Context: an optimization exercise on an open-source flow, tuned for small area and a short achievable clock period. The choices shown serve that exercise and are no tape-out recipe. Function was checked by simulation only, so behaviour that the tests miss may differ from the original. No activity file was given, so power comes from the tool's default toggle rates.

## flow/run.sh

```bash
#!/bin/bash
# synth_recipe.tcl (not shown) runs the flow's synth.tcl, then flattens the netlist and writes it again
# the make line also repeats each setting of config.mk as NAME=value (left out here)
make -C /OpenROAD-flow-scripts/flow DESIGN_CONFIG=/design/flow/config.mk WORK_HOME=/design/flow/orfs CLKGATE_MAP_FILE= SYNTH_SCRIPT=/design/flow/synth_recipe.tcl finish
```

## flow/constraint.sdc

```tcl
create_clock -name core_clock -period 8.5 [get_ports {clk}]
set_input_delay 1.7000 -clock core_clock [delete_from_list [all_inputs] [get_ports {clk}]]
set_output_delay 1.7000 -clock core_clock [all_outputs]
set_load 0.01 [all_outputs]
```

## flow/config.mk

```make
export PLATFORM = sky130hd
export DESIGN_NAME = dsp
export DESIGN_NICKNAME = dsp
export VERILOG_FILES = /design/flow/design.v
export SDC_FILE = /design/flow/constraint.sdc
export NUM_CORES = 4
export LEC_CHECK = 0
export CAP_MARGIN = 20
export CORE_MARGIN = 2
export CORE_UTILIZATION = 40
export SETUP_SLACK_MARGIN = 4.0
export SLEW_MARGIN = 20
```

## flow/design.v

```verilog
module two_multipliers_one_adder(
A0,
A1,
B0,
B1,
clk,
sel_x,
sel_y,
sel_pair,
P
);
input [17:0] A0;
input [17:0] A1;
input [17:0] B0;
input [17:0] B1;
input clk;
input sel_x;
input sel_y;
input sel_pair;
output [71:0] P;
reg [17:0] A0_registered;
reg [17:0] A1_registered;
reg [8:0] B0_one, B0_two, B0_neg, B1_one, B1_two, B1_neg;
reg B0_b17, B1_b17;
wire [8:0] b0_one, b0_two, b0_neg, b1_one, b1_two, b1_neg;
wire b0_b17, b1_b17;
booth18 e0(.b(B0), .one(b0_one), .two(b0_two), .neg(b0_neg), .b17(b0_b17));
booth18 e1(.b(B1), .one(b1_one), .two(b1_two), .neg(b1_neg), .b17(b1_b17));
wire [36:0] xs_w, xc_w, ys_w, yc_w;
reg [36:0] xs, xc, ys, yc;
mul18cs mx(.a(A0_registered), .one(B0_one), .two(B0_two), .neg(B0_neg), .b17(B0_b17),
           .s(xs_w), .c(xc_w));
mul18cs my(.a(A1_registered), .one(B1_one), .two(B1_two), .neg(B1_neg), .b17(B1_b17),
           .s(ys_w), .c(yc_w));
always @(posedge clk) begin
    A0_registered <= A0;
    A1_registered <= A1;
    B0_one <= b0_one; B0_two <= b0_two; B0_neg <= b0_neg; B0_b17 <= b0_b17;
    B1_one <= b1_one; B1_two <= b1_two; B1_neg <= b1_neg; B1_b17 <= b1_b17;
    xs <= xs_w;
    xc <= xc_w;
    ys <= ys_w;
    yc <= yc_w;
end
wire [36:0] q0 = xs & {37{sel_x}};
wire [36:0] q1 = xc & {37{sel_x}};
wire [36:0] q2 = ys & {37{sel_y}};
wire [36:0] q3 = yc & {37{sel_y}};
wire [36:0] t1s = q0 ^ q1 ^ q2;
wire [36:0] t1c = (q0 & q1) | (q0 & q2) | (q1 & q2);
wire [36:0] t1cs = {t1c[35:0], 1'b0};
wire [36:0] t2s = t1s ^ t1cs ^ q3;
wire [36:0] t2c = (t1s & t1cs) | (t1s & q3) | (t1cs & q3);
wire [36:0] lo = t2s + {t2c[35:0], 1'b0};
wire [35:0] A0xB0 = xs[35:0] + xc[35:0];
assign P[71:37] = {35{sel_pair}} & A0xB0[35:1];
assign P[36]    = (sel_pair & A0xB0[0]) | lo[36];
assign P[35:0]  = lo[35:0];
endmodule
module booth18(b, one, two, neg, b17);
  input [17:0] b;
  output [8:0] one;
  output [8:0] two;
  output [8:0] neg;
  output b17;
  wire [18:0] bx = {b, 1'b0};
  genvar k;
  generate for (k = 0; k < 9; k = k + 1) begin : dig
    wire b2 = bx[2*k+2], b1 = bx[2*k+1], b0 = bx[2*k];
    assign one[k] = b1 ^ b0;
    assign two[k] = (b2 & ~b1 & ~b0) | (~b2 & b1 & b0);
    assign neg[k] = b2;
  end endgenerate
  assign b17 = b[17];
endmodule
module mul18cs(a, one, two, neg, b17, s, c);
  input [17:0] a;
  input [8:0] one;
  input [8:0] two;
  input [8:0] neg;
  input b17;
  output [36:0] s;
  output [36:0] c;
  wire v0_0 = ((one[0] & a[0])) ^ neg[0];
  wire v0_1 = ((one[0] & a[1]) | (two[0] & a[0])) ^ neg[0];
  wire v0_2 = ((one[0] & a[2]) | (two[0] & a[1])) ^ neg[0];
  wire v0_3 = ((one[0] & a[3]) | (two[0] & a[2])) ^ neg[0];
  wire v0_4 = ((one[0] & a[4]) | (two[0] & a[3])) ^ neg[0];
  wire v0_5 = ((one[0] & a[5]) | (two[0] & a[4])) ^ neg[0];
  wire v0_6 = ((one[0] & a[6]) | (two[0] & a[5])) ^ neg[0];
  wire v0_7 = ((one[0] & a[7]) | (two[0] & a[6])) ^ neg[0];
  wire v0_8 = ((one[0] & a[8]) | (two[0] & a[7])) ^ neg[0];
  wire v0_9 = ((one[0] & a[9]) | (two[0] & a[8])) ^ neg[0];
  wire v0_10 = ((one[0] & a[10]) | (two[0] & a[9])) ^ neg[0];
  wire v0_11 = ((one[0] & a[11]) | (two[0] & a[10])) ^ neg[0];
  wire v0_12 = ((one[0] & a[12]) | (two[0] & a[11])) ^ neg[0];
  wire v0_13 = ((one[0] & a[13]) | (two[0] & a[12])) ^ neg[0];
  wire v0_14 = ((one[0] & a[14]) | (two[0] & a[13])) ^ neg[0];
  wire v0_15 = ((one[0] & a[15]) | (two[0] & a[14])) ^ neg[0];
  wire v0_16 = ((one[0] & a[16]) | (two[0] & a[15])) ^ neg[0];
  wire v0_17 = ((one[0] & a[17]) | (two[0] & a[16])) ^ neg[0];
  wire v0_18 = ((two[0] & a[17])) ^ neg[0];
  wire ns0 = ~neg[0];
  wire v1_0 = ((one[1] & a[0])) ^ neg[1];
  wire v1_1 = ((one[1] & a[1]) | (two[1] & a[0])) ^ neg[1];
  wire v1_2 = ((one[1] & a[2]) | (two[1] & a[1])) ^ neg[1];
  wire v1_3 = ((one[1] & a[3]) | (two[1] & a[2])) ^ neg[1];
  wire v1_4 = ((one[1] & a[4]) | (two[1] & a[3])) ^ neg[1];
  wire v1_5 = ((one[1] & a[5]) | (two[1] & a[4])) ^ neg[1];
  wire v1_6 = ((one[1] & a[6]) | (two[1] & a[5])) ^ neg[1];
  wire v1_7 = ((one[1] & a[7]) | (two[1] & a[6])) ^ neg[1];
  wire v1_8 = ((one[1] & a[8]) | (two[1] & a[7])) ^ neg[1];
  wire v1_9 = ((one[1] & a[9]) | (two[1] & a[8])) ^ neg[1];
  wire v1_10 = ((one[1] & a[10]) | (two[1] & a[9])) ^ neg[1];
  wire v1_11 = ((one[1] & a[11]) | (two[1] & a[10])) ^ neg[1];
  wire v1_12 = ((one[1] & a[12]) | (two[1] & a[11])) ^ neg[1];
  wire v1_13 = ((one[1] & a[13]) | (two[1] & a[12])) ^ neg[1];
  wire v1_14 = ((one[1] & a[14]) | (two[1] & a[13])) ^ neg[1];
  wire v1_15 = ((one[1] & a[15]) | (two[1] & a[14])) ^ neg[1];
  wire v1_16 = ((one[1] & a[16]) | (two[1] & a[15])) ^ neg[1];
  wire v1_17 = ((one[1] & a[17]) | (two[1] & a[16])) ^ neg[1];
  wire v1_18 = ((two[1] & a[17])) ^ neg[1];
  wire ns1 = ~neg[1];
  wire v2_0 = ((one[2] & a[0])) ^ neg[2];
  wire v2_1 = ((one[2] & a[1]) | (two[2] & a[0])) ^ neg[2];
  wire v2_2 = ((one[2] & a[2]) | (two[2] & a[1])) ^ neg[2];
  wire v2_3 = ((one[2] & a[3]) | (two[2] & a[2])) ^ neg[2];
  wire v2_4 = ((one[2] & a[4]) | (two[2] & a[3])) ^ neg[2];
  wire v2_5 = ((one[2] & a[5]) | (two[2] & a[4])) ^ neg[2];
  wire v2_6 = ((one[2] & a[6]) | (two[2] & a[5])) ^ neg[2];
  wire v2_7 = ((one[2] & a[7]) | (two[2] & a[6])) ^ neg[2];
  wire v2_8 = ((one[2] & a[8]) | (two[2] & a[7])) ^ neg[2];
  wire v2_9 = ((one[2] & a[9]) | (two[2] & a[8])) ^ neg[2];
  wire v2_10 = ((one[2] & a[10]) | (two[2] & a[9])) ^ neg[2];
  wire v2_11 = ((one[2] & a[11]) | (two[2] & a[10])) ^ neg[2];
  wire v2_12 = ((one[2] & a[12]) | (two[2] & a[11])) ^ neg[2];
  wire v2_13 = ((one[2] & a[13]) | (two[2] & a[12])) ^ neg[2];
  wire v2_14 = ((one[2] & a[14]) | (two[2] & a[13])) ^ neg[2];
  wire v2_15 = ((one[2] & a[15]) | (two[2] & a[14])) ^ neg[2];
  wire v2_16 = ((one[2] & a[16]) | (two[2] & a[15])) ^ neg[2];
  wire v2_17 = ((one[2] & a[17]) | (two[2] & a[16])) ^ neg[2];
  wire v2_18 = ((two[2] & a[17])) ^ neg[2];
  wire ns2 = ~neg[2];
  wire v3_0 = ((one[3] & a[0])) ^ neg[3];
  wire v3_1 = ((one[3] & a[1]) | (two[3] & a[0])) ^ neg[3];
  wire v3_2 = ((one[3] & a[2]) | (two[3] & a[1])) ^ neg[3];
  wire v3_3 = ((one[3] & a[3]) | (two[3] & a[2])) ^ neg[3];
  wire v3_4 = ((one[3] & a[4]) | (two[3] & a[3])) ^ neg[3];
  wire v3_5 = ((one[3] & a[5]) | (two[3] & a[4])) ^ neg[3];
  wire v3_6 = ((one[3] & a[6]) | (two[3] & a[5])) ^ neg[3];
  wire v3_7 = ((one[3] & a[7]) | (two[3] & a[6])) ^ neg[3];
  wire v3_8 = ((one[3] & a[8]) | (two[3] & a[7])) ^ neg[3];
  wire v3_9 = ((one[3] & a[9]) | (two[3] & a[8])) ^ neg[3];
  wire v3_10 = ((one[3] & a[10]) | (two[3] & a[9])) ^ neg[3];
  wire v3_11 = ((one[3] & a[11]) | (two[3] & a[10])) ^ neg[3];
  wire v3_12 = ((one[3] & a[12]) | (two[3] & a[11])) ^ neg[3];
  wire v3_13 = ((one[3] & a[13]) | (two[3] & a[12])) ^ neg[3];
  wire v3_14 = ((one[3] & a[14]) | (two[3] & a[13])) ^ neg[3];
  wire v3_15 = ((one[3] & a[15]) | (two[3] & a[14])) ^ neg[3];
  wire v3_16 = ((one[3] & a[16]) | (two[3] & a[15])) ^ neg[3];
  wire v3_17 = ((one[3] & a[17]) | (two[3] & a[16])) ^ neg[3];
  wire v3_18 = ((two[3] & a[17])) ^ neg[3];
  wire ns3 = ~neg[3];
  wire v4_0 = ((one[4] & a[0])) ^ neg[4];
  wire v4_1 = ((one[4] & a[1]) | (two[4] & a[0])) ^ neg[4];
  wire v4_2 = ((one[4] & a[2]) | (two[4] & a[1])) ^ neg[4];
  wire v4_3 = ((one[4] & a[3]) | (two[4] & a[2])) ^ neg[4];
  wire v4_4 = ((one[4] & a[4]) | (two[4] & a[3])) ^ neg[4];
  wire v4_5 = ((one[4] & a[5]) | (two[4] & a[4])) ^ neg[4];
  wire v4_6 = ((one[4] & a[6]) | (two[4] & a[5])) ^ neg[4];
  wire v4_7 = ((one[4] & a[7]) | (two[4] & a[6])) ^ neg[4];
  wire v4_8 = ((one[4] & a[8]) | (two[4] & a[7])) ^ neg[4];
  wire v4_9 = ((one[4] & a[9]) | (two[4] & a[8])) ^ neg[4];
  wire v4_10 = ((one[4] & a[10]) | (two[4] & a[9])) ^ neg[4];
  wire v4_11 = ((one[4] & a[11]) | (two[4] & a[10])) ^ neg[4];
  wire v4_12 = ((one[4] & a[12]) | (two[4] & a[11])) ^ neg[4];
  wire v4_13 = ((one[4] & a[13]) | (two[4] & a[12])) ^ neg[4];
  wire v4_14 = ((one[4] & a[14]) | (two[4] & a[13])) ^ neg[4];
  wire v4_15 = ((one[4] & a[15]) | (two[4] & a[14])) ^ neg[4];
  wire v4_16 = ((one[4] & a[16]) | (two[4] & a[15])) ^ neg[4];
  wire v4_17 = ((one[4] & a[17]) | (two[4] & a[16])) ^ neg[4];
  wire v4_18 = ((two[4] & a[17])) ^ neg[4];
  wire ns4 = ~neg[4];
  wire v5_0 = ((one[5] & a[0])) ^ neg[5];
  wire v5_1 = ((one[5] & a[1]) | (two[5] & a[0])) ^ neg[5];
  wire v5_2 = ((one[5] & a[2]) | (two[5] & a[1])) ^ neg[5];
  wire v5_3 = ((one[5] & a[3]) | (two[5] & a[2])) ^ neg[5];
  wire v5_4 = ((one[5] & a[4]) | (two[5] & a[3])) ^ neg[5];
  wire v5_5 = ((one[5] & a[5]) | (two[5] & a[4])) ^ neg[5];
  wire v5_6 = ((one[5] & a[6]) | (two[5] & a[5])) ^ neg[5];
  wire v5_7 = ((one[5] & a[7]) | (two[5] & a[6])) ^ neg[5];
  wire v5_8 = ((one[5] & a[8]) | (two[5] & a[7])) ^ neg[5];
  wire v5_9 = ((one[5] & a[9]) | (two[5] & a[8])) ^ neg[5];
  wire v5_10 = ((one[5] & a[10]) | (two[5] & a[9])) ^ neg[5];
  wire v5_11 = ((one[5] & a[11]) | (two[5] & a[10])) ^ neg[5];
  wire v5_12 = ((one[5] & a[12]) | (two[5] & a[11])) ^ neg[5];
  wire v5_13 = ((one[5] & a[13]) | (two[5] & a[12])) ^ neg[5];
  wire v5_14 = ((one[5] & a[14]) | (two[5] & a[13])) ^ neg[5];
  wire v5_15 = ((one[5] & a[15]) | (two[5] & a[14])) ^ neg[5];
  wire v5_16 = ((one[5] & a[16]) | (two[5] & a[15])) ^ neg[5];
  wire v5_17 = ((one[5] & a[17]) | (two[5] & a[16])) ^ neg[5];
  wire v5_18 = ((two[5] & a[17])) ^ neg[5];
  wire ns5 = ~neg[5];
  wire v6_0 = ((one[6] & a[0])) ^ neg[6];
  wire v6_1 = ((one[6] & a[1]) | (two[6] & a[0])) ^ neg[6];
  wire v6_2 = ((one[6] & a[2]) | (two[6] & a[1])) ^ neg[6];
  wire v6_3 = ((one[6] & a[3]) | (two[6] & a[2])) ^ neg[6];
  wire v6_4 = ((one[6] & a[4]) | (two[6] & a[3])) ^ neg[6];
  wire v6_5 = ((one[6] & a[5]) | (two[6] & a[4])) ^ neg[6];
  wire v6_6 = ((one[6] & a[6]) | (two[6] & a[5])) ^ neg[6];
  wire v6_7 = ((one[6] & a[7]) | (two[6] & a[6])) ^ neg[6];
  wire v6_8 = ((one[6] & a[8]) | (two[6] & a[7])) ^ neg[6];
  wire v6_9 = ((one[6] & a[9]) | (two[6] & a[8])) ^ neg[6];
  wire v6_10 = ((one[6] & a[10]) | (two[6] & a[9])) ^ neg[6];
  wire v6_11 = ((one[6] & a[11]) | (two[6] & a[10])) ^ neg[6];
  wire v6_12 = ((one[6] & a[12]) | (two[6] & a[11])) ^ neg[6];
  wire v6_13 = ((one[6] & a[13]) | (two[6] & a[12])) ^ neg[6];
  wire v6_14 = ((one[6] & a[14]) | (two[6] & a[13])) ^ neg[6];
  wire v6_15 = ((one[6] & a[15]) | (two[6] & a[14])) ^ neg[6];
  wire v6_16 = ((one[6] & a[16]) | (two[6] & a[15])) ^ neg[6];
  wire v6_17 = ((one[6] & a[17]) | (two[6] & a[16])) ^ neg[6];
  wire v6_18 = ((two[6] & a[17])) ^ neg[6];
  wire ns6 = ~neg[6];
  wire v7_0 = ((one[7] & a[0])) ^ neg[7];
  wire v7_1 = ((one[7] & a[1]) | (two[7] & a[0])) ^ neg[7];
  wire v7_2 = ((one[7] & a[2]) | (two[7] & a[1])) ^ neg[7];
  wire v7_3 = ((one[7] & a[3]) | (two[7] & a[2])) ^ neg[7];
  wire v7_4 = ((one[7] & a[4]) | (two[7] & a[3])) ^ neg[7];
  wire v7_5 = ((one[7] & a[5]) | (two[7] & a[4])) ^ neg[7];
  wire v7_6 = ((one[7] & a[6]) | (two[7] & a[5])) ^ neg[7];
  wire v7_7 = ((one[7] & a[7]) | (two[7] & a[6])) ^ neg[7];
  wire v7_8 = ((one[7] & a[8]) | (two[7] & a[7])) ^ neg[7];
  wire v7_9 = ((one[7] & a[9]) | (two[7] & a[8])) ^ neg[7];
  wire v7_10 = ((one[7] & a[10]) | (two[7] & a[9])) ^ neg[7];
  wire v7_11 = ((one[7] & a[11]) | (two[7] & a[10])) ^ neg[7];
  wire v7_12 = ((one[7] & a[12]) | (two[7] & a[11])) ^ neg[7];
  wire v7_13 = ((one[7] & a[13]) | (two[7] & a[12])) ^ neg[7];
  wire v7_14 = ((one[7] & a[14]) | (two[7] & a[13])) ^ neg[7];
  wire v7_15 = ((one[7] & a[15]) | (two[7] & a[14])) ^ neg[7];
  wire v7_16 = ((one[7] & a[16]) | (two[7] & a[15])) ^ neg[7];
  wire v7_17 = ((one[7] & a[17]) | (two[7] & a[16])) ^ neg[7];
  wire v7_18 = ((two[7] & a[17])) ^ neg[7];
  wire ns7 = ~neg[7];
  wire v8_0 = ((one[8] & a[0])) ^ neg[8];
  wire v8_1 = ((one[8] & a[1]) | (two[8] & a[0])) ^ neg[8];
  wire v8_2 = ((one[8] & a[2]) | (two[8] & a[1])) ^ neg[8];
  wire v8_3 = ((one[8] & a[3]) | (two[8] & a[2])) ^ neg[8];
  wire v8_4 = ((one[8] & a[4]) | (two[8] & a[3])) ^ neg[8];
  wire v8_5 = ((one[8] & a[5]) | (two[8] & a[4])) ^ neg[8];
  wire v8_6 = ((one[8] & a[6]) | (two[8] & a[5])) ^ neg[8];
  wire v8_7 = ((one[8] & a[7]) | (two[8] & a[6])) ^ neg[8];
  wire v8_8 = ((one[8] & a[8]) | (two[8] & a[7])) ^ neg[8];
  wire v8_9 = ((one[8] & a[9]) | (two[8] & a[8])) ^ neg[8];
  wire v8_10 = ((one[8] & a[10]) | (two[8] & a[9])) ^ neg[8];
  wire v8_11 = ((one[8] & a[11]) | (two[8] & a[10])) ^ neg[8];
  wire v8_12 = ((one[8] & a[12]) | (two[8] & a[11])) ^ neg[8];
  wire v8_13 = ((one[8] & a[13]) | (two[8] & a[12])) ^ neg[8];
  wire v8_14 = ((one[8] & a[14]) | (two[8] & a[13])) ^ neg[8];
  wire v8_15 = ((one[8] & a[15]) | (two[8] & a[14])) ^ neg[8];
  wire v8_16 = ((one[8] & a[16]) | (two[8] & a[15])) ^ neg[8];
  wire v8_17 = ((one[8] & a[17]) | (two[8] & a[16])) ^ neg[8];
  wire v8_18 = ((two[8] & a[17])) ^ neg[8];
  wire ns8 = ~neg[8];
  wire r9_0 = b17 & a[0];
  wire r9_1 = b17 & a[1];
  wire r9_2 = b17 & a[2];
  wire r9_3 = b17 & a[3];
  wire r9_4 = b17 & a[4];
  wire r9_5 = b17 & a[5];
  wire r9_6 = b17 & a[6];
  wire r9_7 = b17 & a[7];
  wire r9_8 = b17 & a[8];
  wire r9_9 = b17 & a[9];
  wire r9_10 = b17 & a[10];
  wire r9_11 = b17 & a[11];
  wire r9_12 = b17 & a[12];
  wire r9_13 = b17 & a[13];
  wire r9_14 = b17 & a[14];
  wire r9_15 = b17 & a[15];
  wire r9_16 = b17 & a[16];
  wire r9_17 = b17 & a[17];
  wire hs0 = v0_16 ^ v1_14;
  wire hc0 = v0_16 & v1_14;
  wire hs1 = v0_17 ^ v1_15;
  wire hc1 = v0_17 & v1_15;
  wire fs0 = v0_18 ^ v1_16 ^ v2_14;
  wire fc0 = (v0_18 & v1_16) | (v0_18 & v2_14) | (v1_16 & v2_14);
  wire fs1 = ns0 ^ v1_17 ^ v2_15;
  wire fc1 = (ns0 & v1_17) | (ns0 & v2_15) | (v1_17 & v2_15);
  wire hs2 = v3_13 ^ v4_11;
  wire hc2 = v3_13 & v4_11;
  wire fs2 = v1_18 ^ v2_16 ^ v3_14;
  wire fc2 = (v1_18 & v2_16) | (v1_18 & v3_14) | (v2_16 & v3_14);
  wire hs3 = v4_12 ^ v5_10;
  wire hc3 = v4_12 & v5_10;
  wire fs3 = ns1 ^ v2_17 ^ v3_15;
  wire fc3 = (ns1 & v2_17) | (ns1 & v3_15) | (v2_17 & v3_15);
  wire hs4 = v2_18 ^ v3_16;
  wire hc4 = v2_18 & v3_16;
  wire hs5 = v0_10 ^ v1_8;
  wire hc5 = v0_10 & v1_8;
  wire hs6 = v0_11 ^ v1_9;
  wire hc6 = v0_11 & v1_9;
  wire fs4 = v0_12 ^ v1_10 ^ v2_8;
  wire fc4 = (v0_12 & v1_10) | (v0_12 & v2_8) | (v1_10 & v2_8);
  wire hs7 = v3_6 ^ v4_4;
  wire hc7 = v3_6 & v4_4;
  wire fs5 = v0_13 ^ v1_11 ^ v2_9;
  wire fc5 = (v0_13 & v1_11) | (v0_13 & v2_9) | (v1_11 & v2_9);
  wire hs8 = v3_7 ^ v4_5;
  wire hc8 = v3_7 & v4_5;
  wire fs6 = v0_14 ^ v1_12 ^ v2_10;
  wire fc6 = (v0_14 & v1_12) | (v0_14 & v2_10) | (v1_12 & v2_10);
  wire fs7 = v3_8 ^ v4_6 ^ v5_4;
  wire fc7 = (v3_8 & v4_6) | (v3_8 & v5_4) | (v4_6 & v5_4);
  wire hs9 = v6_2 ^ v7_0;
  wire hc9 = v6_2 & v7_0;
  wire fs8 = v0_15 ^ v1_13 ^ v2_11;
  wire fc8 = (v0_15 & v1_13) | (v0_15 & v2_11) | (v1_13 & v2_11);
  wire fs9 = v3_9 ^ v4_7 ^ v5_5;
  wire fc9 = (v3_9 & v4_7) | (v3_9 & v5_5) | (v4_7 & v5_5);
  wire hs10 = v6_3 ^ v7_1;
  wire hc10 = v6_3 & v7_1;
  wire fs10 = v2_12 ^ v3_10 ^ v4_8;
  wire fc10 = (v2_12 & v3_10) | (v2_12 & v4_8) | (v3_10 & v4_8);
  wire fs11 = v5_6 ^ v6_4 ^ v7_2;
  wire fc11 = (v5_6 & v6_4) | (v5_6 & v7_2) | (v6_4 & v7_2);
  wire fs12 = v8_0 ^ neg[8] ^ hs0;
  wire fc12 = (v8_0 & neg[8]) | (v8_0 & hs0) | (neg[8] & hs0);
  wire fs13 = v2_13 ^ v3_11 ^ v4_9;
  wire fc13 = (v2_13 & v3_11) | (v2_13 & v4_9) | (v3_11 & v4_9);
  wire fs14 = v5_7 ^ v6_5 ^ v7_3;
  wire fc14 = (v5_7 & v6_5) | (v5_7 & v7_3) | (v6_5 & v7_3);
  wire fs15 = v8_1 ^ hc0 ^ hs1;
  wire fc15 = (v8_1 & hc0) | (v8_1 & hs1) | (hc0 & hs1);
  wire fs16 = v3_12 ^ v4_10 ^ v5_8;
  wire fc16 = (v3_12 & v4_10) | (v3_12 & v5_8) | (v4_10 & v5_8);
  wire fs17 = v6_6 ^ v7_4 ^ v8_2;
  wire fc17 = (v6_6 & v7_4) | (v6_6 & v8_2) | (v7_4 & v8_2);
  wire fs18 = r9_0 ^ hc1 ^ fs0;
  wire fc18 = (r9_0 & hc1) | (r9_0 & fs0) | (hc1 & fs0);
  wire fs19 = v5_9 ^ v6_7 ^ v7_5;
  wire fc19 = (v5_9 & v6_7) | (v5_9 & v7_5) | (v6_7 & v7_5);
  wire fs20 = v8_3 ^ r9_1 ^ 1'b1;
  wire fc20 = (v8_3 & r9_1) | (v8_3 & 1'b1) | (r9_1 & 1'b1);
  wire fs21 = fc0 ^ fs1 ^ hs2;
  wire fc21 = (fc0 & fs1) | (fc0 & hs2) | (fs1 & hs2);
  wire fs22 = v6_8 ^ v7_6 ^ v8_4;
  wire fc22 = (v6_8 & v7_6) | (v6_8 & v8_4) | (v7_6 & v8_4);
  wire fs23 = r9_2 ^ 1'b1 ^ fc1;
  wire fc23 = (r9_2 & 1'b1) | (r9_2 & fc1) | (1'b1 & fc1);
  wire fs24 = hc2 ^ fs2 ^ hs3;
  wire fc24 = (hc2 & fs2) | (hc2 & hs3) | (fs2 & hs3);
  wire fs25 = v4_13 ^ v5_11 ^ v6_9;
  wire fc25 = (v4_13 & v5_11) | (v4_13 & v6_9) | (v5_11 & v6_9);
  wire fs26 = v7_7 ^ v8_5 ^ r9_3;
  wire fc26 = (v7_7 & v8_5) | (v7_7 & r9_3) | (v8_5 & r9_3);
  wire fs27 = fc2 ^ hc3 ^ fs3;
  wire fc27 = (fc2 & hc3) | (fc2 & fs3) | (hc3 & fs3);
  wire fs28 = v4_14 ^ v5_12 ^ v6_10;
  wire fc28 = (v4_14 & v5_12) | (v4_14 & v6_10) | (v5_12 & v6_10);
  wire fs29 = v7_8 ^ v8_6 ^ r9_4;
  wire fc29 = (v7_8 & v8_6) | (v7_8 & r9_4) | (v8_6 & r9_4);
  wire fs30 = 1'b1 ^ fc3 ^ hs4;
  wire fc30 = (1'b1 & fc3) | (1'b1 & hs4) | (fc3 & hs4);
  wire fs31 = ns2 ^ v3_17 ^ v4_15;
  wire fc31 = (ns2 & v3_17) | (ns2 & v4_15) | (v3_17 & v4_15);
  wire fs32 = v5_13 ^ v6_11 ^ v7_9;
  wire fc32 = (v5_13 & v6_11) | (v5_13 & v7_9) | (v6_11 & v7_9);
  wire fs33 = v8_7 ^ r9_5 ^ hc4;
  wire fc33 = (v8_7 & r9_5) | (v8_7 & hc4) | (r9_5 & hc4);
  wire fs34 = v3_18 ^ v4_16 ^ v5_14;
  wire fc34 = (v3_18 & v4_16) | (v3_18 & v5_14) | (v4_16 & v5_14);
  wire fs35 = v6_12 ^ v7_10 ^ v8_8;
  wire fc35 = (v6_12 & v7_10) | (v6_12 & v8_8) | (v7_10 & v8_8);
  wire hs11 = r9_6 ^ 1'b1;
  wire hc11 = r9_6 & 1'b1;
  wire fs36 = ns3 ^ v4_17 ^ v5_15;
  wire fc36 = (ns3 & v4_17) | (ns3 & v5_15) | (v4_17 & v5_15);
  wire fs37 = v6_13 ^ v7_11 ^ v8_9;
  wire fc37 = (v6_13 & v7_11) | (v6_13 & v8_9) | (v7_11 & v8_9);
  wire fs38 = v4_18 ^ v5_16 ^ v6_14;
  wire fc38 = (v4_18 & v5_16) | (v4_18 & v6_14) | (v5_16 & v6_14);
  wire hs12 = v7_12 ^ v8_10;
  wire hc12 = v7_12 & v8_10;
  wire fs39 = ns4 ^ v5_17 ^ v6_15;
  wire fc39 = (ns4 & v5_17) | (ns4 & v6_15) | (v5_17 & v6_15);
  wire hs13 = v5_18 ^ v6_16;
  wire hc13 = v5_18 & v6_16;
  wire hs14 = v0_6 ^ v1_4;
  wire hc14 = v0_6 & v1_4;
  wire hs15 = v0_7 ^ v1_5;
  wire hc15 = v0_7 & v1_5;
  wire fs40 = v0_8 ^ v1_6 ^ v2_4;
  wire fc40 = (v0_8 & v1_6) | (v0_8 & v2_4) | (v1_6 & v2_4);
  wire hs16 = v3_2 ^ v4_0;
  wire hc16 = v3_2 & v4_0;
  wire fs41 = v0_9 ^ v1_7 ^ v2_5;
  wire fc41 = (v0_9 & v1_7) | (v0_9 & v2_5) | (v1_7 & v2_5);
  wire hs17 = v3_3 ^ v4_1;
  wire hc17 = v3_3 & v4_1;
  wire fs42 = v2_6 ^ v3_4 ^ v4_2;
  wire fc42 = (v2_6 & v3_4) | (v2_6 & v4_2) | (v3_4 & v4_2);
  wire fs43 = v5_0 ^ neg[5] ^ hs5;
  wire fc43 = (v5_0 & neg[5]) | (v5_0 & hs5) | (neg[5] & hs5);
  wire fs44 = v2_7 ^ v3_5 ^ v4_3;
  wire fc44 = (v2_7 & v3_5) | (v2_7 & v4_3) | (v3_5 & v4_3);
  wire fs45 = v5_1 ^ hc5 ^ hs6;
  wire fc45 = (v5_1 & hc5) | (v5_1 & hs6) | (hc5 & hs6);
  wire fs46 = v5_2 ^ v6_0 ^ neg[6];
  wire fc46 = (v5_2 & v6_0) | (v5_2 & neg[6]) | (v6_0 & neg[6]);
  wire fs47 = hc6 ^ fs4 ^ hs7;
  wire fc47 = (hc6 & fs4) | (hc6 & hs7) | (fs4 & hs7);
  wire fs48 = v5_3 ^ v6_1 ^ fc4;
  wire fc48 = (v5_3 & v6_1) | (v5_3 & fc4) | (v6_1 & fc4);
  wire fs49 = hc7 ^ fs5 ^ hs8;
  wire fc49 = (hc7 & fs5) | (hc7 & hs8) | (fs5 & hs8);
  wire fs50 = neg[7] ^ fc5 ^ hc8;
  wire fc50 = (neg[7] & fc5) | (neg[7] & hc8) | (fc5 & hc8);
  wire fs51 = fs6 ^ fs7 ^ hs9;
  wire fc51 = (fs6 & fs7) | (fs6 & hs9) | (fs7 & hs9);
  wire fs52 = fc6 ^ fc7 ^ hc9;
  wire fc52 = (fc6 & fc7) | (fc6 & hc9) | (fc7 & hc9);
  wire fs53 = fs8 ^ fs9 ^ hs10;
  wire fc53 = (fs8 & fs9) | (fs8 & hs10) | (fs9 & hs10);
  wire fs54 = fc8 ^ fc9 ^ hc10;
  wire fc54 = (fc8 & fc9) | (fc8 & hc10) | (fc9 & hc10);
  wire fs55 = fs10 ^ fs11 ^ fs12;
  wire fc55 = (fs10 & fs11) | (fs10 & fs12) | (fs11 & fs12);
  wire fs56 = fc10 ^ fc11 ^ fc12;
  wire fc56 = (fc10 & fc11) | (fc10 & fc12) | (fc11 & fc12);
  wire fs57 = fs13 ^ fs14 ^ fs15;
  wire fc57 = (fs13 & fs14) | (fs13 & fs15) | (fs14 & fs15);
  wire fs58 = fc13 ^ fc14 ^ fc15;
  wire fc58 = (fc13 & fc14) | (fc13 & fc15) | (fc14 & fc15);
  wire fs59 = fs16 ^ fs17 ^ fs18;
  wire fc59 = (fs16 & fs17) | (fs16 & fs18) | (fs17 & fs18);
  wire fs60 = fc16 ^ fc17 ^ fc18;
  wire fc60 = (fc16 & fc17) | (fc16 & fc18) | (fc17 & fc18);
  wire fs61 = fs19 ^ fs20 ^ fs21;
  wire fc61 = (fs19 & fs20) | (fs19 & fs21) | (fs20 & fs21);
  wire fs62 = fc19 ^ fc20 ^ fc21;
  wire fc62 = (fc19 & fc20) | (fc19 & fc21) | (fc20 & fc21);
  wire fs63 = fs22 ^ fs23 ^ fs24;
  wire fc63 = (fs22 & fs23) | (fs22 & fs24) | (fs23 & fs24);
  wire fs64 = fc22 ^ fc23 ^ fc24;
  wire fc64 = (fc22 & fc23) | (fc22 & fc24) | (fc23 & fc24);
  wire fs65 = fs25 ^ fs26 ^ fs27;
  wire fc65 = (fs25 & fs26) | (fs25 & fs27) | (fs26 & fs27);
  wire fs66 = fc25 ^ fc26 ^ fc27;
  wire fc66 = (fc25 & fc26) | (fc25 & fc27) | (fc26 & fc27);
  wire fs67 = fs28 ^ fs29 ^ fs30;
  wire fc67 = (fs28 & fs29) | (fs28 & fs30) | (fs29 & fs30);
  wire fs68 = fc28 ^ fc29 ^ fc30;
  wire fc68 = (fc28 & fc29) | (fc28 & fc30) | (fc29 & fc30);
  wire fs69 = fs31 ^ fs32 ^ fs33;
  wire fc69 = (fs31 & fs32) | (fs31 & fs33) | (fs32 & fs33);
  wire fs70 = fc31 ^ fc32 ^ fc33;
  wire fc70 = (fc31 & fc32) | (fc31 & fc33) | (fc32 & fc33);
  wire fs71 = fs34 ^ fs35 ^ hs11;
  wire fc71 = (fs34 & fs35) | (fs34 & hs11) | (fs35 & hs11);
  wire fs72 = r9_7 ^ fc34 ^ fc35;
  wire fc72 = (r9_7 & fc34) | (r9_7 & fc35) | (fc34 & fc35);
  wire fs73 = hc11 ^ fs36 ^ fs37;
  wire fc73 = (hc11 & fs36) | (hc11 & fs37) | (fs36 & fs37);
  wire fs74 = r9_8 ^ 1'b1 ^ fc36;
  wire fc74 = (r9_8 & 1'b1) | (r9_8 & fc36) | (1'b1 & fc36);
  wire fs75 = fc37 ^ fs38 ^ hs12;
  wire fc75 = (fc37 & fs38) | (fc37 & hs12) | (fs38 & hs12);
  wire fs76 = v7_13 ^ v8_11 ^ r9_9;
  wire fc76 = (v7_13 & v8_11) | (v7_13 & r9_9) | (v8_11 & r9_9);
  wire fs77 = fc38 ^ hc12 ^ fs39;
  wire fc77 = (fc38 & hc12) | (fc38 & fs39) | (hc12 & fs39);
  wire fs78 = v7_14 ^ v8_12 ^ r9_10;
  wire fc78 = (v7_14 & v8_12) | (v7_14 & r9_10) | (v8_12 & r9_10);
  wire fs79 = 1'b1 ^ fc39 ^ hs13;
  wire fc79 = (1'b1 & fc39) | (1'b1 & hs13) | (fc39 & hs13);
  wire fs80 = ns5 ^ v6_17 ^ v7_15;
  wire fc80 = (ns5 & v6_17) | (ns5 & v7_15) | (v6_17 & v7_15);
  wire fs81 = v8_13 ^ r9_11 ^ hc13;
  wire fc81 = (v8_13 & r9_11) | (v8_13 & hc13) | (r9_11 & hc13);
  wire fs82 = v6_18 ^ v7_16 ^ v8_14;
  wire fc82 = (v6_18 & v7_16) | (v6_18 & v8_14) | (v7_16 & v8_14);
  wire hs18 = r9_12 ^ 1'b1;
  wire hc18 = r9_12 & 1'b1;
  wire fs83 = ns6 ^ v7_17 ^ v8_15;
  wire fc83 = (ns6 & v7_17) | (ns6 & v8_15) | (v7_17 & v8_15);
  wire hs19 = v7_18 ^ v8_16;
  wire hc19 = v7_18 & v8_16;
  wire hs20 = v0_4 ^ v1_2;
  wire hc20 = v0_4 & v1_2;
  wire hs21 = v0_5 ^ v1_3;
  wire hc21 = v0_5 & v1_3;
  wire fs84 = v2_2 ^ v3_0 ^ neg[3];
  wire fc84 = (v2_2 & v3_0) | (v2_2 & neg[3]) | (v3_0 & neg[3]);
  wire fs85 = v2_3 ^ v3_1 ^ hc14;
  wire fc85 = (v2_3 & v3_1) | (v2_3 & hc14) | (v3_1 & hc14);
  wire fs86 = neg[4] ^ hc15 ^ fs40;
  wire fc86 = (neg[4] & hc15) | (neg[4] & fs40) | (hc15 & fs40);
  wire fs87 = fc40 ^ hc16 ^ fs41;
  wire fc87 = (fc40 & hc16) | (fc40 & fs41) | (hc16 & fs41);
  wire fs88 = fc41 ^ hc17 ^ fs42;
  wire fc88 = (fc41 & hc17) | (fc41 & fs42) | (hc17 & fs42);
  wire fs89 = fc42 ^ fc43 ^ fs44;
  wire fc89 = (fc42 & fc43) | (fc42 & fs44) | (fc43 & fs44);
  wire fs90 = fc44 ^ fc45 ^ fs46;
  wire fc90 = (fc44 & fc45) | (fc44 & fs46) | (fc45 & fs46);
  wire fs91 = fc46 ^ fc47 ^ fs48;
  wire fc91 = (fc46 & fc47) | (fc46 & fs48) | (fc47 & fs48);
  wire fs92 = fc48 ^ fc49 ^ fs50;
  wire fc92 = (fc48 & fc49) | (fc48 & fs50) | (fc49 & fs50);
  wire fs93 = fc50 ^ fc51 ^ fs52;
  wire fc93 = (fc50 & fc51) | (fc50 & fs52) | (fc51 & fs52);
  wire fs94 = fc52 ^ fc53 ^ fs54;
  wire fc94 = (fc52 & fc53) | (fc52 & fs54) | (fc53 & fs54);
  wire fs95 = fc54 ^ fc55 ^ fs56;
  wire fc95 = (fc54 & fc55) | (fc54 & fs56) | (fc55 & fs56);
  wire fs96 = fc56 ^ fc57 ^ fs58;
  wire fc96 = (fc56 & fc57) | (fc56 & fs58) | (fc57 & fs58);
  wire fs97 = fc58 ^ fc59 ^ fs60;
  wire fc97 = (fc58 & fc59) | (fc58 & fs60) | (fc59 & fs60);
  wire fs98 = fc60 ^ fc61 ^ fs62;
  wire fc98 = (fc60 & fc61) | (fc60 & fs62) | (fc61 & fs62);
  wire fs99 = fc62 ^ fc63 ^ fs64;
  wire fc99 = (fc62 & fc63) | (fc62 & fs64) | (fc63 & fs64);
  wire fs100 = fc64 ^ fc65 ^ fs66;
  wire fc100 = (fc64 & fc65) | (fc64 & fs66) | (fc65 & fs66);
  wire fs101 = fc66 ^ fc67 ^ fs68;
  wire fc101 = (fc66 & fc67) | (fc66 & fs68) | (fc67 & fs68);
  wire fs102 = fc68 ^ fc69 ^ fs70;
  wire fc102 = (fc68 & fc69) | (fc68 & fs70) | (fc69 & fs70);
  wire fs103 = fc70 ^ fc71 ^ fs72;
  wire fc103 = (fc70 & fc71) | (fc70 & fs72) | (fc71 & fs72);
  wire fs104 = fc72 ^ fc73 ^ fs74;
  wire fc104 = (fc72 & fc73) | (fc72 & fs74) | (fc73 & fs74);
  wire fs105 = fc74 ^ fc75 ^ fs76;
  wire fc105 = (fc74 & fc75) | (fc74 & fs76) | (fc75 & fs76);
  wire fs106 = fc76 ^ fc77 ^ fs78;
  wire fc106 = (fc76 & fc77) | (fc76 & fs78) | (fc77 & fs78);
  wire fs107 = fc78 ^ fc79 ^ fs80;
  wire fc107 = (fc78 & fc79) | (fc78 & fs80) | (fc79 & fs80);
  wire fs108 = fc80 ^ fc81 ^ fs82;
  wire fc108 = (fc80 & fc81) | (fc80 & fs82) | (fc81 & fs82);
  wire fs109 = r9_13 ^ fc82 ^ hc18;
  wire fc109 = (r9_13 & fc82) | (r9_13 & hc18) | (fc82 & hc18);
  wire fs110 = r9_14 ^ 1'b1 ^ fc83;
  wire fc110 = (r9_14 & 1'b1) | (r9_14 & fc83) | (1'b1 & fc83);
  wire fs111 = ns7 ^ v8_17 ^ r9_15;
  wire fc111 = (ns7 & v8_17) | (ns7 & r9_15) | (v8_17 & r9_15);
  wire hs22 = v8_18 ^ r9_16;
  wire hc22 = v8_18 & r9_16;
  wire hs23 = v0_2 ^ v1_0;
  wire hc23 = v0_2 & v1_0;
  wire hs24 = v0_3 ^ v1_1;
  wire hc24 = v0_3 & v1_1;
  wire fs112 = v2_0 ^ neg[2] ^ hs20;
  wire fc112 = (v2_0 & neg[2]) | (v2_0 & hs20) | (neg[2] & hs20);
  wire fs113 = v2_1 ^ hc20 ^ hs21;
  wire fc113 = (v2_1 & hc20) | (v2_1 & hs21) | (hc20 & hs21);
  wire fs114 = hs14 ^ hc21 ^ fs84;
  wire fc114 = (hs14 & hc21) | (hs14 & fs84) | (hc21 & fs84);
  wire fs115 = hs15 ^ fc84 ^ fs85;
  wire fc115 = (hs15 & fc84) | (hs15 & fs85) | (fc84 & fs85);
  wire fs116 = hs16 ^ fc85 ^ fs86;
  wire fc116 = (hs16 & fc85) | (hs16 & fs86) | (fc85 & fs86);
  wire fs117 = hs17 ^ fc86 ^ fs87;
  wire fc117 = (hs17 & fc86) | (hs17 & fs87) | (fc86 & fs87);
  wire fs118 = fs43 ^ fc87 ^ fs88;
  wire fc118 = (fs43 & fc87) | (fs43 & fs88) | (fc87 & fs88);
  wire fs119 = fs45 ^ fc88 ^ fs89;
  wire fc119 = (fs45 & fc88) | (fs45 & fs89) | (fc88 & fs89);
  wire fs120 = fs47 ^ fc89 ^ fs90;
  wire fc120 = (fs47 & fc89) | (fs47 & fs90) | (fc89 & fs90);
  wire fs121 = fs49 ^ fc90 ^ fs91;
  wire fc121 = (fs49 & fc90) | (fs49 & fs91) | (fc90 & fs91);
  wire fs122 = fs51 ^ fc91 ^ fs92;
  wire fc122 = (fs51 & fc91) | (fs51 & fs92) | (fc91 & fs92);
  wire fs123 = fs53 ^ fc92 ^ fs93;
  wire fc123 = (fs53 & fc92) | (fs53 & fs93) | (fc92 & fs93);
  wire fs124 = fs55 ^ fc93 ^ fs94;
  wire fc124 = (fs55 & fc93) | (fs55 & fs94) | (fc93 & fs94);
  wire fs125 = fs57 ^ fc94 ^ fs95;
  wire fc125 = (fs57 & fc94) | (fs57 & fs95) | (fc94 & fs95);
  wire fs126 = fs59 ^ fc95 ^ fs96;
  wire fc126 = (fs59 & fc95) | (fs59 & fs96) | (fc95 & fs96);
  wire fs127 = fs61 ^ fc96 ^ fs97;
  wire fc127 = (fs61 & fc96) | (fs61 & fs97) | (fc96 & fs97);
  wire fs128 = fs63 ^ fc97 ^ fs98;
  wire fc128 = (fs63 & fc97) | (fs63 & fs98) | (fc97 & fs98);
  wire fs129 = fs65 ^ fc98 ^ fs99;
  wire fc129 = (fs65 & fc98) | (fs65 & fs99) | (fc98 & fs99);
  wire fs130 = fs67 ^ fc99 ^ fs100;
  wire fc130 = (fs67 & fc99) | (fs67 & fs100) | (fc99 & fs100);
  wire fs131 = fs69 ^ fc100 ^ fs101;
  wire fc131 = (fs69 & fc100) | (fs69 & fs101) | (fc100 & fs101);
  wire fs132 = fs71 ^ fc101 ^ fs102;
  wire fc132 = (fs71 & fc101) | (fs71 & fs102) | (fc101 & fs102);
  wire fs133 = fs73 ^ fc102 ^ fs103;
  wire fc133 = (fs73 & fc102) | (fs73 & fs103) | (fc102 & fs103);
  wire fs134 = fs75 ^ fc103 ^ fs104;
  wire fc134 = (fs75 & fc103) | (fs75 & fs104) | (fc103 & fs104);
  wire fs135 = fs77 ^ fc104 ^ fs105;
  wire fc135 = (fs77 & fc104) | (fs77 & fs105) | (fc104 & fs105);
  wire fs136 = fs79 ^ fc105 ^ fs106;
  wire fc136 = (fs79 & fc105) | (fs79 & fs106) | (fc105 & fs106);
  wire fs137 = fs81 ^ fc106 ^ fs107;
  wire fc137 = (fs81 & fc106) | (fs81 & fs107) | (fc106 & fs107);
  wire fs138 = hs18 ^ fc107 ^ fs108;
  wire fc138 = (hs18 & fc107) | (hs18 & fs108) | (fc107 & fs108);
  wire fs139 = fs83 ^ fc108 ^ fs109;
  wire fc139 = (fs83 & fc108) | (fs83 & fs109) | (fc108 & fs109);
  wire fs140 = hs19 ^ fc109 ^ fs110;
  wire fc140 = (hs19 & fc109) | (hs19 & fs110) | (fc109 & fs110);
  wire fs141 = hc19 ^ fc110 ^ fs111;
  wire fc141 = (hc19 & fc110) | (hc19 & fs111) | (fc110 & fs111);
  wire fs142 = 1'b1 ^ fc111 ^ hs22;
  wire fc142 = (1'b1 & fc111) | (1'b1 & hs22) | (fc111 & hs22);
  wire fs143 = ns8 ^ r9_17 ^ hc22;
  wire fc143 = (ns8 & r9_17) | (ns8 & hc22) | (r9_17 & hc22);
  assign s[0] = v0_0;
  assign c[0] = neg[0];
  assign s[1] = v0_1;
  assign c[1] = 1'b0;
  assign s[2] = neg[1];
  assign c[2] = hs23;
  assign s[3] = hc23;
  assign c[3] = hs24;
  assign s[4] = hc24;
  assign c[4] = fs112;
  assign s[5] = fc112;
  assign c[5] = fs113;
  assign s[6] = fc113;
  assign c[6] = fs114;
  assign s[7] = fc114;
  assign c[7] = fs115;
  assign s[8] = fc115;
  assign c[8] = fs116;
  assign s[9] = fc116;
  assign c[9] = fs117;
  assign s[10] = fc117;
  assign c[10] = fs118;
  assign s[11] = fc118;
  assign c[11] = fs119;
  assign s[12] = fc119;
  assign c[12] = fs120;
  assign s[13] = fc120;
  assign c[13] = fs121;
  assign s[14] = fc121;
  assign c[14] = fs122;
  assign s[15] = fc122;
  assign c[15] = fs123;
  assign s[16] = fc123;
  assign c[16] = fs124;
  assign s[17] = fc124;
  assign c[17] = fs125;
  assign s[18] = fc125;
  assign c[18] = fs126;
  assign s[19] = fc126;
  assign c[19] = fs127;
  assign s[20] = fc127;
  assign c[20] = fs128;
  assign s[21] = fc128;
  assign c[21] = fs129;
  assign s[22] = fc129;
  assign c[22] = fs130;
  assign s[23] = fc130;
  assign c[23] = fs131;
  assign s[24] = fc131;
  assign c[24] = fs132;
  assign s[25] = fc132;
  assign c[25] = fs133;
  assign s[26] = fc133;
  assign c[26] = fs134;
  assign s[27] = fc134;
  assign c[27] = fs135;
  assign s[28] = fc135;
  assign c[28] = fs136;
  assign s[29] = fc136;
  assign c[29] = fs137;
  assign s[30] = fc137;
  assign c[30] = fs138;
  assign s[31] = fc138;
  assign c[31] = fs139;
  assign s[32] = fc139;
  assign c[32] = fs140;
  assign s[33] = fc140;
  assign c[33] = fs141;
  assign s[34] = fc141;
  assign c[34] = fs142;
  assign s[35] = fc142;
  assign c[35] = fs143;
  assign s[36] = 1'b1;
  assign c[36] = fc143;
endmodule
module accumulate(
A0,
B0,
C0,
clk,
add_previous,
reset,
mode_0,
reset_d,
S
);
input [71:0] A0;
input [71:0] B0;
input [43:0] C0;
input clk;
input reset;
input add_previous;
input mode_0;
input reset_d;    
output [143:0] S;
reg [35:0] A0_reg;
reg [35:0] B0_reg;
reg [143:0] S_temp;
wire pass = mode_0 & ~reset;
wire acc  = ~mode_0 & ~reset;
wire [35:0] a0 = A0_reg & {36{~reset_d}};
wire [35:0] b0 = B0_reg & {36{~reset_d}};
wire [43:0] x = {8'd0, a0};
wire [43:0] y = {8'd0, b0};
wire [43:0] cs_s = x ^ y ^ C0;
wire [43:0] cs_c = (x & y) | (x & C0) | (y & C0);
wire [43:0] with_prev = cs_s + {cs_c[42:0], 1'b0};
wire [36:0] no_prev = a0 + b0;
wire [43:0] accumulated = add_previous ? with_prev : {7'd0, no_prev};
always @(posedge clk) begin
    A0_reg <= A0[35:0];
    B0_reg <= B0[35:0];
    S_temp[143:100] <= ({44{pass}} & {A0[71:28]}) | ({44{acc}} & accumulated);
    S_temp[99:72]   <= {28{pass}} & A0[27:0];
    S_temp[71:0]    <= {72{pass}} & B0;
end
assign S = S_temp;
endmodule
module half_dsp (
A0, A1, B0, B1, C0, C1, D0, D1,
sel_x, sel_y, sel_pair, reset_d, mode_0,
from_previous, add_previous, clk, reset,
result
);
input [17:0] A0;
input [17:0] A1;
input [17:0] B0;
input [17:0] B1;
input [17:0] C0;
input [17:0] C1;
input [17:0] D0;
input [17:0] D1;
input sel_x;
input sel_y;
input sel_pair;
input reset_d;
input mode_0;
input [43:0] from_previous;
input add_previous;
input clk;
input reset;
output [143:0] result;
wire [71:0] p0;
wire [71:0] p1;
two_multipliers_one_adder m0(
.A0 (A0), .A1 (A1), .B0 (B0), .B1 (B1),
.clk (clk),
.sel_x (sel_x), .sel_y (sel_y), .sel_pair (sel_pair),
.P (p0)
);
two_multipliers_one_adder m1(
.A0 (C0), .A1 (C1), .B0 (D0), .B1 (D1),
.clk (clk),
.sel_x (sel_x), .sel_y (sel_y), .sel_pair (sel_pair),
.P (p1)
);
accumulate m2(
.A0 (p0),
.B0 (p1),
.C0 (from_previous),
.add_previous (add_previous),
.S (result),
.clk (clk),
.mode_0 (mode_0),
.reset (reset),
.reset_d (reset_d)
);
endmodule
module dsp (
A0, A1, B0, B1, C0, C1, D0, D1,
E0, E1, F0, F1, G0, G1, H0, H1,
from_previous, add_previous, clk, mode_0, mode_1, reset,
result0, result1
);
input [17:0] A0;
input [17:0] A1;
input [17:0] B0;
input [17:0] B1;
input [17:0] C0;
input [17:0] C1;
input [17:0] D0;
input [17:0] D1;
input [17:0] E0;
input [17:0] E1;
input [17:0] F0;
input [17:0] F1;
input [17:0] G0;
input [17:0] G1;
input [17:0] H0;
input [17:0] H1;
input [43:0] from_previous;
input clk;
input reset;
input mode_0;
input mode_1;
input add_previous;
output [143:0] result0;
output [143:0] result1;
reg reset_d;
reg sel_x;      
reg sel_y;      
reg sel_pair;   
always @(posedge clk) begin
    reset_d  <= reset;
    sel_x    <= ~reset & ~reset_d & (mode_1 | ~mode_0);
    sel_y    <= ~reset & ~reset_d & ~mode_1;
    sel_pair <= ~reset & ~reset_d &  mode_0 & ~mode_1;
end
wire [143:0] the_output0;
wire [143:0] the_output1;
half_dsp m0(
.A0 (A0), .A1 (A1), .B0 (B0), .B1 (B1),
.C0 (C0), .C1 (C1), .D0 (D0), .D1 (D1),
.sel_x (sel_x), .sel_y (sel_y), .sel_pair (sel_pair), .reset_d (reset_d),
.mode_0 (mode_0),
.from_previous (from_previous),
.add_previous (add_previous),
.clk (clk),
.reset (reset),
.result (the_output0)
);
half_dsp m1(
.A0 (E0), .A1 (E1), .B0 (F0), .B1 (F1),
.C0 (G0), .C1 (G1), .D0 (H0), .D1 (H1),
.sel_x (sel_x), .sel_y (sel_y), .sel_pair (sel_pair), .reset_d (reset_d),
.mode_0 (mode_0),
.from_previous (the_output0[71:28]),
.add_previous (add_previous),
.clk (clk),
.reset (reset),
.result (the_output1)
);
assign result0 = the_output0;
assign result1 = the_output1;
endmodule
```

==> out/qor.csv <==
metric,value,unit
switchingPower,19.3,mW
post-route-min-period,4.61,ns
initial_utilization,40.2,%
core,0.297,mm²
avgSynthCellArea,9.41,µm²
crit_arrival,5.34,ns
worstReg2RegEnd,m1.m2.S_temp[108],
grt_use_total,28.8,%
finalCritPeriodShare,54.2,%
timing.fmax,0.217,GHz
synth_seq_cells,1372,
synth_top_cells_by_area,"fa_1, dfxtp_1, xnor2_1",
status,no timing/DRC/antenna violations,
synth-xor-area-share,13.3,%
async_flop_share,0,%
rrSetupSlack,3.89,ns
tritoncts,built,
area_delta_synth_final,16.3,%
syn-instance-count,12700,
drt_iter0_markers,9495,
vias,94400,
clk_latency,0.90,ns
p_seq_share,26.3,%
wire_per_inst,26.4,µm
cts_buffers,169,
crit_path_end,m1.m2.S_temp[108],
yosysTopAreaCellShare,23.6,%
final.setup_skew,0.0740,ns
grt_pass1_wl,645000,µm
dp_hpwl,334000,µm
rsz0062_at_grt,yes,
pwr-share-clk,18.0,%
synth_area,0.119,mm²
root_buffer,clkbuf_16,
clk_pin_slew,0.06,ns
slew_viol_final,0,
cap_violations,0,
ios,625,
seqCellArea,0.0275,mm²
wl,448000,µm
start_kind,flip-flop,
crit_path_start,sel_x,
grt_pass1_vias,94100,
slew_headroom,20.6,%
internal_power,22.8,mW
synth-simple-area-share,9.03,%
antenna_found_initial,34,
synthFlopType,dfxtp_1,
drive_gt1_share,7.85,%
hp-class,reg2reg,
cts_buffer_depth,4,
utilization,46.7,%
reg_top3,"m0.m2.S_temp: 144 flops, m1.m2.S_temp: 144 flops",
r2r_cells,19,
crit_required,9.23,ns
switching_share,45.9,%
tns,0,ns
cts_num_sinks,1372,
setup_viol,0,
power_frac_comb,55.7,%
fp.dieH,550,µm
critPathKind,reg2reg,
worst_pin_slew,1.19,ns
p_leak,60.2,nW
yosysTopAreaCell,fa_1,
fin_hold_ws,0.651,ns
gp_congestion,1.01,
multiInputGateArea,0.0846,mm²
synth-compound-area-share,15.7,%
detail-route-antenna-nets,0,
p_per_area,304,mW/mm²
place.port_buffers,624,
synth_adder_area_share,30.7,%
grt_max_degree,70,
ir_worst_vdd,0.000218,V
synth-edff-count,0,
htree_levels,4,
yosysSeqAreaShare,23.0,%
first_pass_iters,9,
die_w,550,µm
hold_viol_final,0,
fp-row-count,200,
worstPathMaxFanout,6,
drc,0,
syn_nets,15100,
nFillCells,28200,
fin_nets,15300,
r2r_start,sel_x,
synth_top_family_by_area,adder cells,
die_area,0.302,mm²
overflow,0,
endpoint_kind,flip-flop,
fin_total_pwr,42.1,mW
yosys_warnings,3,
synth_cell_type_count,86,
synthMuxAreaShare,0.480,%
vias_per_cell,5.56,
## critical path, stage by stage, from the launching register on
cell and delay, ns:
dfxtp_4 0.36, buf_12 0.14, buf_6 0.11, buf_8 0.13
buf_12 0.14, and2_4 0.14, fa_1 0.49, fa_2 0.59
ha_4 0.20, a211o_1 0.24, o211ai_1 0.08, buf_4 0.17
a21oi_4 0.09, a211oi_4 0.35, o31ai_4 0.15, a211oi_4 0.32
o21ai_2 0.10, a31o_2 0.28, a211o_1 0.25, o211a_1 0.12
## cells in the mapped netlist (all sizes together), types with 10 or more instances
cell type	instances
xnor2	1157
and3	45
o21a	62
nand2	902
nor4	15
clkinv	10
a22oi	1245
dfxtp	1372
a21boi	21
a311oi	12
and2	287
o22ai	37
fa	1404
nand3	75
a21o	276
o31ai	32
o221ai	12
a21oi	378
buf	205
clkbuf	712
a41oi	14
nor2	281
or2	20
o21ai	286
nand2b	120
o211ai	21
ha	676
mux2i	38
xor2	654
nand4	46
a211o	11
a2111oi	16
o21bai	61
or3	16
a211oi	46
a31oi	45
mux2	17
nor3b	27
nor2b	207
nor3	58
inv	1551
nand3b	70
## layout by cell type, fill, tap and decap left out, types with 58 or more instances in the layout
cell type and n:
a22oi_1 1243, nand2b_1 119, fa_1 1388, o21ai_0 257, nand3_1 73, clkdlybuf4s50_1 604
o21a_1 59, o21bai_1 58, dfxtp_1 1369, clkbuf_16 191, ha_1 604, nor2_1 266
buf_4 257, nor2b_1 196, nand3b_1 70, a21o_1 276, xnor2_1 1140, nand2_1 852
a21oi_1 346, inv_1 1532, and2_1 279, xor2_1 653
## area by class of cell
cell class	instances	share of cell area, %
timing repair buffer	960	7.14
sequential	1372	19.8
tap	3939	3.56
antenna	21	0.0379
inverter	1561	4.24
clock buffer	220	3.36
multi-input combinational	8812	61.0
clock inverter	85	0.793
## what timing repair did
action / in CTS / in global routing
setup endpoints to repair: 273 / 166
pin swaps: 50 / 170
gates resized for setup: 173 / 350
setup buffers: 49 / 101
gates cloned: 7 / 24
hold buffers: 0 / 0
## cells by family after synthesis
family | after synthesis
AOI/OAI and AO/OA | 2674
buffers and inverters | 2478
and+or+nand+nor | 2192
adders and majority gates | 2080
xor gates and xnor gates | 1811
DFF | 1372
muxes | 55
## how the worst min path moves through the flow
stage / startpoint / end / slack, ns / depth (start not counted)
after CTS: m0.m1.yc[0] / m0.m2.B0_reg[0] / 0.63 / 2
after floorplan: m0.m0.B1_neg[0] / m0.m0.yc[0] / 0.36 / 0
final: m1.m0.B0_neg[0] / m1.m0.xc[0] / 0.65 / 1
after detailed placement: m1.m0.B0_neg[0] / m1.m0.xc[0] / 0.64 / 1
after global placement: m0.m1.xs[35] / m0.m2.S_temp[71] / 0.62 / 3
after global routing: m0.m1.B0_neg[1] / m0.m1.xs[2] / 0.66 / 1
## metal layers
| metal | track usage (%) | wire length [µm] |
|---|---|---|
| met1 | 36.5 | 175000 |
| met4 | 18.0 | 32900 |
| met2 | 45.1 | 200000 |
| met5 | 0 | 122 |
| met3 | 5.52 | 39200 |
## power by group through the flow
stage / Sequential (mW) / Combinational (mW) / Clock [mW]
after global placement: 11.1 / 22.4 / 0
after detailed placement: 11.1 / 22.5 / 0
final: 11.1 / 23.4 / 7.58
after global routing: 11.1 / 26.1 / 7.98
after floorplan: 9.21 / 15.5 / 0
after CTS: 11.0 / 22.9 / 7.74
## metrics by stage
| step | instances | instance area, µm² | worst slack [ns] |
|---|---|---|---|
| 2_1_floorplan | 12700 | 119000 | 3.84 |
| 3_3_place_gp | 16500 | 128000 | 2.55 |
| 3_5_place_dp | 16500 | 128000 | 2.46 |
| 4_1_cts | 16800 | 135000 | 3.88 |
| 5_1_grt | 17000 | 139000 | 3.76 |
| 6_report | 17000 | 139000 | 3.89 |

[separate check: timing with driven ports]
How much do the figures lean on ideal ports? The routed layout below was timed once more, with nothing changed but the port constraints.
Step 1 (the two cells are an assumption about what drives the block):
set clk [get_ports {clk}]
set_driving_cell -lib_cell sky130_fd_sc_hd__clkbuf_16 $clk
set_driving_cell -lib_cell sky130_fd_sc_hd__buf_2 [delete_from_list [all_inputs] $clk]
Step 2, shift: input delay + t, output delay - t, t = (earliest + latest rising clock arrival at the registers) / 2. This alone moves slack from input paths to output paths.
Three values: no drivers, after step 1, after step 2; two values: the first two.
t, ns: 0.972
slack for setup (ns): 3.891 / 3.891 / 3.097
worst setup path after step 2: input to register
After both steps setup and hold are still met in this run. The setup slack of this run moves by 0.000 ns with the drivers and by -0.794 ns with both steps.
